Source: an optimization exercise on an open RTL-to-GDS flow (aim: small area). Production flows keep margins and buffers that such runs may drop. The RTL was checked by simulation tests, not by an equivalence proof against the original design. No activity file was given, so power comes from the tool's default toggle rates.

== south ==
==> flow/design.v <==
`timescale 1ns / 1ps
module Tcp
	#(
		parameter mac  = 48'h000000000000,
		parameter ip   = 32'h11223344,
		parameter port = 16'd80
	) (
		input CLOCK,
		input rst,          
		input newpkt,
		input dataValid,
		input [7:0] data,
		input rejoin,       
		input [15:0] tcpA_src_port,     tcpB_src_port,      tcpC_src_port,      tcpD_src_port,
		input [31:0] tcpA_src_ip,       tcpB_src_ip,        tcpC_src_ip,        tcpD_src_ip,
		input [15:0] tcpA_dst_port,     tcpB_dst_port,      tcpC_dst_port,      tcpD_dst_port,
		input [31:0] tcpA_dst_ip,       tcpB_dst_ip,        tcpC_dst_ip,        tcpD_dst_ip,
		output       outDataMatchA,
		output       outDataMatchB,
		output       outDataMatchC,
		output       outDataMatchD,
		output       tcp_matchA,        tcp_matchB,         tcp_matchC,         tcp_matchD,
		output reg   gappedA,
		output reg   gappedB,
		output       gappedC,
		output       gappedD,
		output reg [7:0] outData,
		output reg outDataPayload,
		output reg outnewpkt,
		output reg [15:0] tcp_src_port,
		output reg [31:0] tcp_src_ip,
		output reg [15:0] tcp_dst_port,
		output reg [31:0] tcp_dst_ip,
		output [7:0] mss
	);
	localparam [4:0] wIDLE = 5'd0;
	localparam [4:0] wE0   = 5'd1;    
	localparam [4:0] wE1   = 5'd2;    
	localparam [4:0] wE2   = 5'd3;    
	localparam [4:0] wE3   = 5'd4;    
	localparam [4:0] wVQ   = 5'd5;    
	localparam [4:0] wTT   = 5'd6;    
	localparam [4:0] wI0   = 5'd7;    
	localparam [4:0] wI1   = 5'd8;    
	localparam [4:0] wI2   = 5'd9;    
	localparam [4:0] wI3   = 5'd10;   
	localparam [4:0] wI4   = 5'd11;   
	localparam [4:0] wIO   = 5'd12;   
	localparam [4:0] wT0   = 5'd13;   
	localparam [4:0] wT1   = 5'd14;   
	localparam [4:0] wT2   = 5'd15;   
	localparam [4:0] wT3   = 5'd16;   
	localparam [4:0] wT4   = 5'd17;   
	localparam [4:0] wTO   = 5'd18;   
	localparam [4:0] wDATA = 5'd19;   
	reg [4:0]  w;
	reg [1:0]  b;
	reg [3:0]  cnt;         
	reg        isTCP;       
	reg        syn;
	reg [15:0] tlen;        
	reg [31:0] seqBuf;
	reg [31:0] seqA, seqB;
	reg        seqAv, seqBv;
	reg [11:0] fa, fb, fc, fd;   
	assign tcp_matchA = &fa;
	assign tcp_matchB = &fb;
	assign tcp_matchC = &fc;
	assign tcp_matchD = &fd;
	assign outDataMatchA = outDataPayload & tcp_matchA;
	assign outDataMatchB = outDataPayload & tcp_matchB;
	assign outDataMatchC = outDataPayload & tcp_matchC;
	assign outDataMatchD = outDataPayload & tcp_matchD;
	assign gappedC = 1'b0;
	assign gappedD = 1'b0;
	assign mss = 8'd0;
	wire adv = dataValid & ~newpkt;
	wire b0 = (b == 2'd0);
	wire b1 = (b == 2'd1);
	wire b2 = (b == 2'd2);
	wire b3 = (b == 2'd3);
	wire inI3 = (w == wI3);
	wire inI4 = (w == wI4);
	wire inT0 = (w == wT0);
	wire inT3 = (w == wT3);
	wire inOpt = (w == wIO) | (w == wTO);
	wire [11:0] sel = {inT0 & b3, inT0 & b2, inT0 & b1, inT0 & b0,
	                   inI4 & b3, inI4 & b2, inI4 & b1, inI4 & b0,
	                   inI3 & b3, inI3 & b2, inI3 & b1, inI3 & b0};
	wire eqA, eqB, eqC, eqD;
	TcpCmp cmpA (.sel(sel), .data(data), .sip(tcpA_src_ip), .dip(tcpA_dst_ip), .sp(tcpA_src_port), .dp(tcpA_dst_port), .eq(eqA));
	TcpCmp cmpB (.sel(sel), .data(data), .sip(tcpB_src_ip), .dip(tcpB_dst_ip), .sp(tcpB_src_port), .dp(tcpB_dst_port), .eq(eqB));
	TcpCmp cmpC (.sel(sel), .data(data), .sip(tcpC_src_ip), .dip(tcpC_dst_ip), .sp(tcpC_src_port), .dp(tcpC_dst_port), .eq(eqC));
	TcpCmp cmpD (.sel(sel), .data(data), .sip(tcpD_src_ip), .dip(tcpD_dst_ip), .sp(tcpD_src_port), .dp(tcpD_dst_port), .eq(eqD));
	wire cnt5   = (cnt == 4'd5);
	wire tlen40 = (tlen == 16'd40);
	wire tlen41 = (tlen == 16'd41);
	wire inData  = (w == wDATA);
	wire inWin0  = inT3 & b2;
	wire decT    = inOpt | inData;
	always @(posedge CLOCK) begin
		if (rst) begin
			w <= wIDLE;
		end else if (newpkt) begin
			w <= wE0;
			b <= 2'd2;
		end else if (dataValid) begin
			b <= b + 2'd1;
			case (w)
				wIDLE: w <= wIDLE;
				wE0:   if (b3) w <= wE1;
				wE1:   if (b3) w <= wE2;
				wE2:   if (b3) w <= wE3;
				wE3:   if (b2) w <= (data == 8'h81) ? wVQ : (data == 8'h08) ? wTT : wIDLE;
				wVQ:   if (b1) w <= wE3;
				wTT:   w <= (data == 8'h00) ? wI0 : wIDLE;
				wI0:   if (b3) w <= wI1;
				wI1:   if (b3) w <= wI2;
				wI2:   if (b3) w <= wI3;
				wI3:   if (b3) w <= wI4;
				wI4, wIO:
				       if (b3) w <= !cnt5 ? wIO : isTCP ? wT0 : wIDLE;
				wT0:   if (b3) w <= wT1;
				wT1:   if (b3) w <= wT2;
				wT2:   if (b3) w <= wT3;
				wT3:   if (b3) w <= wT4;
				wT4:   if (b3) w <= !cnt5 ? wTO : !tlen40 ? wDATA : wIDLE;
				wTO:   if (b3) w <= !cnt5 ? wTO : !tlen41 ? wDATA : wIDLE;
				wDATA: if (tlen41) w <= wIDLE;
				default: w <= wIDLE;
			endcase
		end
	end
	always @(posedge CLOCK) begin
		if (adv) begin
			if (w == wI0 && b0) cnt <= data[3:0];
			if (inT3 && b0)     cnt <= data[7:4];
			if (inOpt && b0) cnt <= cnt - 4'd1;
			if (w == wI2 && b1) isTCP <= (data == 8'h06);
			if (inT3 && b1) syn <= data[1];
			if (w == wT1)
				seqBuf <= {seqBuf[23:0], data};
			if (w == wI0 && b2) tlen[15:8] <= data;
			if (w == wI0 && b3) tlen[7:0] <= data;
			if (decT)          tlen <= tlen - 16'd1;
		end
	end
	integer k;
	always @(posedge CLOCK) begin
		for (k = 0; k < 11; k = k + 1)
			if (adv && sel[k]) begin
				fa[k] <= eqA;
				fb[k] <= eqB;
				fc[k] <= eqC;
				fd[k] <= eqD;
			end
		if (rst) begin
			fa[11] <= 1'b0;
			fb[11] <= 1'b0;
			fc[11] <= 1'b0;
			fd[11] <= 1'b0;
		end else if (adv && sel[11]) begin
			fa[11] <= eqA;
			fb[11] <= eqB;
			fc[11] <= eqC;
			fd[11] <= eqD;
		end
	end
	wire [7:0]  dr = rst ? 8'd0 : data;
	wire [11:0] cap = {12{rst}} | ({12{adv}} & sel);
	always @(posedge CLOCK) begin
		if (cap[0])  tcp_src_ip[31:24] <= dr;
		if (cap[1])  tcp_src_ip[23:16] <= dr;
		if (cap[2])  tcp_src_ip[15:8]  <= dr;
		if (cap[3])  tcp_src_ip[7:0]   <= dr;
		if (cap[4])  tcp_dst_ip[31:24] <= dr;
		if (cap[5])  tcp_dst_ip[23:16] <= dr;
		if (cap[6])  tcp_dst_ip[15:8]  <= dr;
		if (cap[7])  tcp_dst_ip[7:0]   <= dr;
		if (cap[8])  tcp_src_port[15:8] <= dr;
		if (cap[9])  tcp_src_port[7:0]  <= dr;
		if (cap[10]) tcp_dst_port[15:8] <= dr;
		if (cap[11]) tcp_dst_port[7:0]  <= dr;
	end
	wire [3:0] bsel = {b3, b2, b1, b0};
	wire neA, neB;
	TcpSeqByte sbA (.bsel(bsel & {4{seqAv}}), .q(seqA), .d(data), .ne(neA));
	TcpSeqByte sbB (.bsel(bsel & {4{seqBv}}), .q(seqB), .d(data), .ne(neB));
	reg diffA, diffB;
	always @(posedge CLOCK) begin
		if (adv && w == wT1) begin
			diffA <= (diffA & ~b0) | neA;
			diffB <= (diffB & ~b0) | neB;
		end
	end
	always @(posedge CLOCK) begin
		if (inWin0 && syn && tcp_matchA) seqA <= seqBuf;
		if (inWin0 && syn && tcp_matchB) seqB <= seqBuf;
	end
	always @(posedge CLOCK) begin
		if (rst) begin
			seqAv <= 1'b0;
			seqBv <= 1'b0;
			gappedA <= 1'b0;
			gappedB <= 1'b0;
		end else if (inWin0) begin
			if (syn) begin
				if (tcp_matchA) seqAv <= 1'b1;
				if (tcp_matchB) seqBv <= 1'b1;
			end else begin
				gappedA <= tcp_matchA && diffA;
				gappedB <= tcp_matchB && diffB;
			end
		end
	end
	always @(posedge CLOCK) begin
		if (rst) begin
			outData <= 0;
			outDataPayload <= 0;
			outnewpkt <= 0;
		end else begin
			outData <= data;
			outDataPayload <= dataValid && inData;
			outnewpkt <= dataValid && ((w == wT4 || w == wTO) && b3) && !tlen40 && cnt5;
		end
	end
endmodule
module TcpCmp (
		input  [11:0] sel,
		input  [7:0]  data,
		input  [31:0] sip,
		input  [31:0] dip,
		input  [15:0] sp,
		input  [15:0] dp,
		output        eq
	);
	wire [7:0] ne;
	genvar b;
	generate
		for (b = 0; b < 8; b = b + 1) begin : g
			wire y0, y1, y2, y3;
			TcpAoi222 m0 (.a1(sel[0]),  .a2(sip[24+b]), .b1(sel[1]),  .b2(sip[16+b]), .c1(sel[2]),  .c2(sip[8+b]), .y(y0));
			TcpAoi222 m1 (.a1(sel[3]),  .a2(sip[b]),    .b1(sel[4]),  .b2(dip[24+b]), .c1(sel[5]),  .c2(dip[16+b]), .y(y1));
			TcpAoi222 m2 (.a1(sel[6]),  .a2(dip[8+b]),  .b1(sel[7]),  .b2(dip[b]),    .c1(sel[8]),  .c2(sp[8+b]), .y(y2));
			TcpAoi222 m3 (.a1(sel[9]),  .a2(sp[b]),     .b1(sel[10]), .b2(dp[8+b]),   .c1(sel[11]), .c2(dp[b]), .y(y3));
			assign ne[b] = ~(y0 & y1 & y2 & y3) ^ data[b];
		end
	endgenerate
	assign eq = ~|ne;
endmodule
module TcpAoi222 (
		input  a1, a2, b1, b2, c1, c2,
		output y
	);
	assign y = ~((a1 & a2) | (b1 & b2) | (c1 & c2));
endmodule
module TcpSeqByte (
		input  [3:0]  bsel,
		input  [31:0] q,
		input  [7:0]  d,
		output        ne
	);
	wire [7:0] x;
	genvar i;
	generate
		for (i = 0; i < 8; i = i + 1) begin : g
			wire y0;
			TcpAoi222 m (.a1(bsel[0]), .a2(q[24+i]), .b1(bsel[1]), .b2(q[16+i]), .c1(bsel[2]), .c2(q[8+i]), .y(y0));
			assign x[i] = ~(y0 & ~(bsel[3] & q[i])) ^ d[i];
		end
	endgenerate
	assign ne = |x;
endmodule
export LEC_CHECK = 0
export CAP_MARGIN = 20
export CORE_MARGIN = 2
export CORE_UTILIZATION = 40
export SLEW_MARGIN = 20
export SYNTH_HIERARCHICAL = 1
export SYNTH_MINIMUM_KEEP_SIZE = 0
create_clock -name core_clock -period 5.0 [get_ports {CLOCK}]
standard.sh (not shown) runs the stock make flow with config.mk's settings and CLKGATE_MAP_FILE= SYNTH_SCRIPT=/design/flow/synth_recipe.tcl, a recipe that flattens the netlist after the stock synthesis.
==> flow/flow/run.sh <==
#!/bin/bash
# Layout: the standard flow (standard synthesis unchanged), with
#  - the smallest buffer (buf_1) on every input and output port,
#  - a clock tree of clkbuf_4 cells in clusters of at most 10 sinks, without
#    dummy loads.
# make's full output goes to standard.log in the work folder; ORFS keeps each
# step's own log under orfs/logs.
set -euo pipefail
export BUFFER_PORTS_ARGS="-buffer_cell sky130_fd_sc_hd__buf_1"
export CTS_ARGS="-sink_clustering_enable -repair_clock_nets -dont_use_dummy_load -buf_list sky130_fd_sc_hd__clkbuf_4 -sink_clustering_size 10 -sink_clustering_max_diameter 50"
bash standard.sh finish > standard.log 2>&1
Having completed the whole flow, south delivered a layout that passed the timing, design-rule and antenna checks.
Setup changes, south to north
--- a/flow/design.v
+++ b/flow/design.v
@@ -84,7 +84,7 @@
 	wire inT0 = (w == wT0);
 	wire inT3 = (w == wT3);
 	wire inOpt = (w == wIO) | (w == wTO);
-	wire [11:0] sel = {inT0 & b3, inT0 & b2, inT0 & b1, inT0 & b0,
+	wire [11:0] sel = {12{adv}} & {inT0 & b3, inT0 & b2, inT0 & b1, inT0 & b0,
 	                   inI4 & b3, inI4 & b2, inI4 & b1, inI4 & b0,
 	                   inI3 & b3, inI3 & b2, inI3 & b1, inI3 & b0};
 	wire eqA, eqB, eqC, eqD;
@@ -145,29 +145,22 @@
 			if (decT)          tlen <= tlen - 16'd1;
 		end
 	end
+	wire [7:0]  dr = rst ? 8'd0 : data;
+	wire [11:0] cap = {12{rst}} | sel;
+	wire eqAr = eqA & ~rst;
+	wire eqBr = eqB & ~rst;
+	wire eqCr = eqC & ~rst;
+	wire eqDr = eqD & ~rst;
 	integer k;
 	always @(posedge CLOCK) begin
-		for (k = 0; k < 11; k = k + 1)
-			if (adv && sel[k]) begin
-				fa[k] <= eqA;
-				fb[k] <= eqB;
-				fc[k] <= eqC;
-				fd[k] <= eqD;
+		for (k = 0; k < 12; k = k + 1)
+			if (cap[k]) begin
+				fa[k] <= eqAr;
+				fb[k] <= eqBr;
+				fc[k] <= eqCr;
+				fd[k] <= eqDr;
 			end
-		if (rst) begin
-			fa[11] <= 1'b0;
-			fb[11] <= 1'b0;
-			fc[11] <= 1'b0;
-			fd[11] <= 1'b0;
-		end else if (adv && sel[11]) begin
-			fa[11] <= eqA;
-			fb[11] <= eqB;
-			fc[11] <= eqC;
-			fd[11] <= eqD;
-		end
-	end
-	wire [7:0]  dr = rst ? 8'd0 : data;
-	wire [11:0] cap = {12{rst}} | ({12{adv}} & sel);
+	end
 	always @(posedge CLOCK) begin
 		if (cap[0])  tcp_src_ip[31:24] <= dr;
 		if (cap[1])  tcp_src_ip[23:16] <= dr;
Results
- south was carried through to the last stage, and its layout satisfied the timing, design-rule and antenna checks.
- north finished end to end and its layout was clean on timing, DRC and antenna.
- north against south: half-perimeter wire length after placement fell about 13%, all-layer global routing usage fell 4.0 points, worst setup slack fell 0.0040 ns, power about even, sequential cell area rose 40 um2.
- Fraction of power consumed by sequential logic in north vs south: up 0.8 points
- On fmax, south tracks north almost exactly.
- Relative to south, north improves total standard cell area after synthesis.

==> afterwards: timing with drivers on the ports <==
In the flow no input, the clock included, has a driving cell. The finished layouts below were timed again as built, in two steps.
Step 1 assumes that a clkbuf_16 drives the clock port and a buf_2 every other input.
Step 2, shift: input delay + t, output delay - t, t = (earliest + latest rising clock arrival at the registers) / 2. This alone moves slack from input paths to output paths.
Slacks: no drivers / after step 1 / after step 2; pairs: no drivers / after step 1.
run | t (ns) | slack for setup (ns) | latest minus earliest clock arrival (ns)
south | 0.654 | 1.082 / 1.082 / 1.082 | 0.112 / 0.112
north | 0.660 | 1.078 / 1.078 / 0.660 | 0.102 / 0.102
After both steps every run listed still meets setup and hold. For north, which loses most, drivers alone change the setup slack by 0.000 ns; drivers and shift together by -0.418 ns.
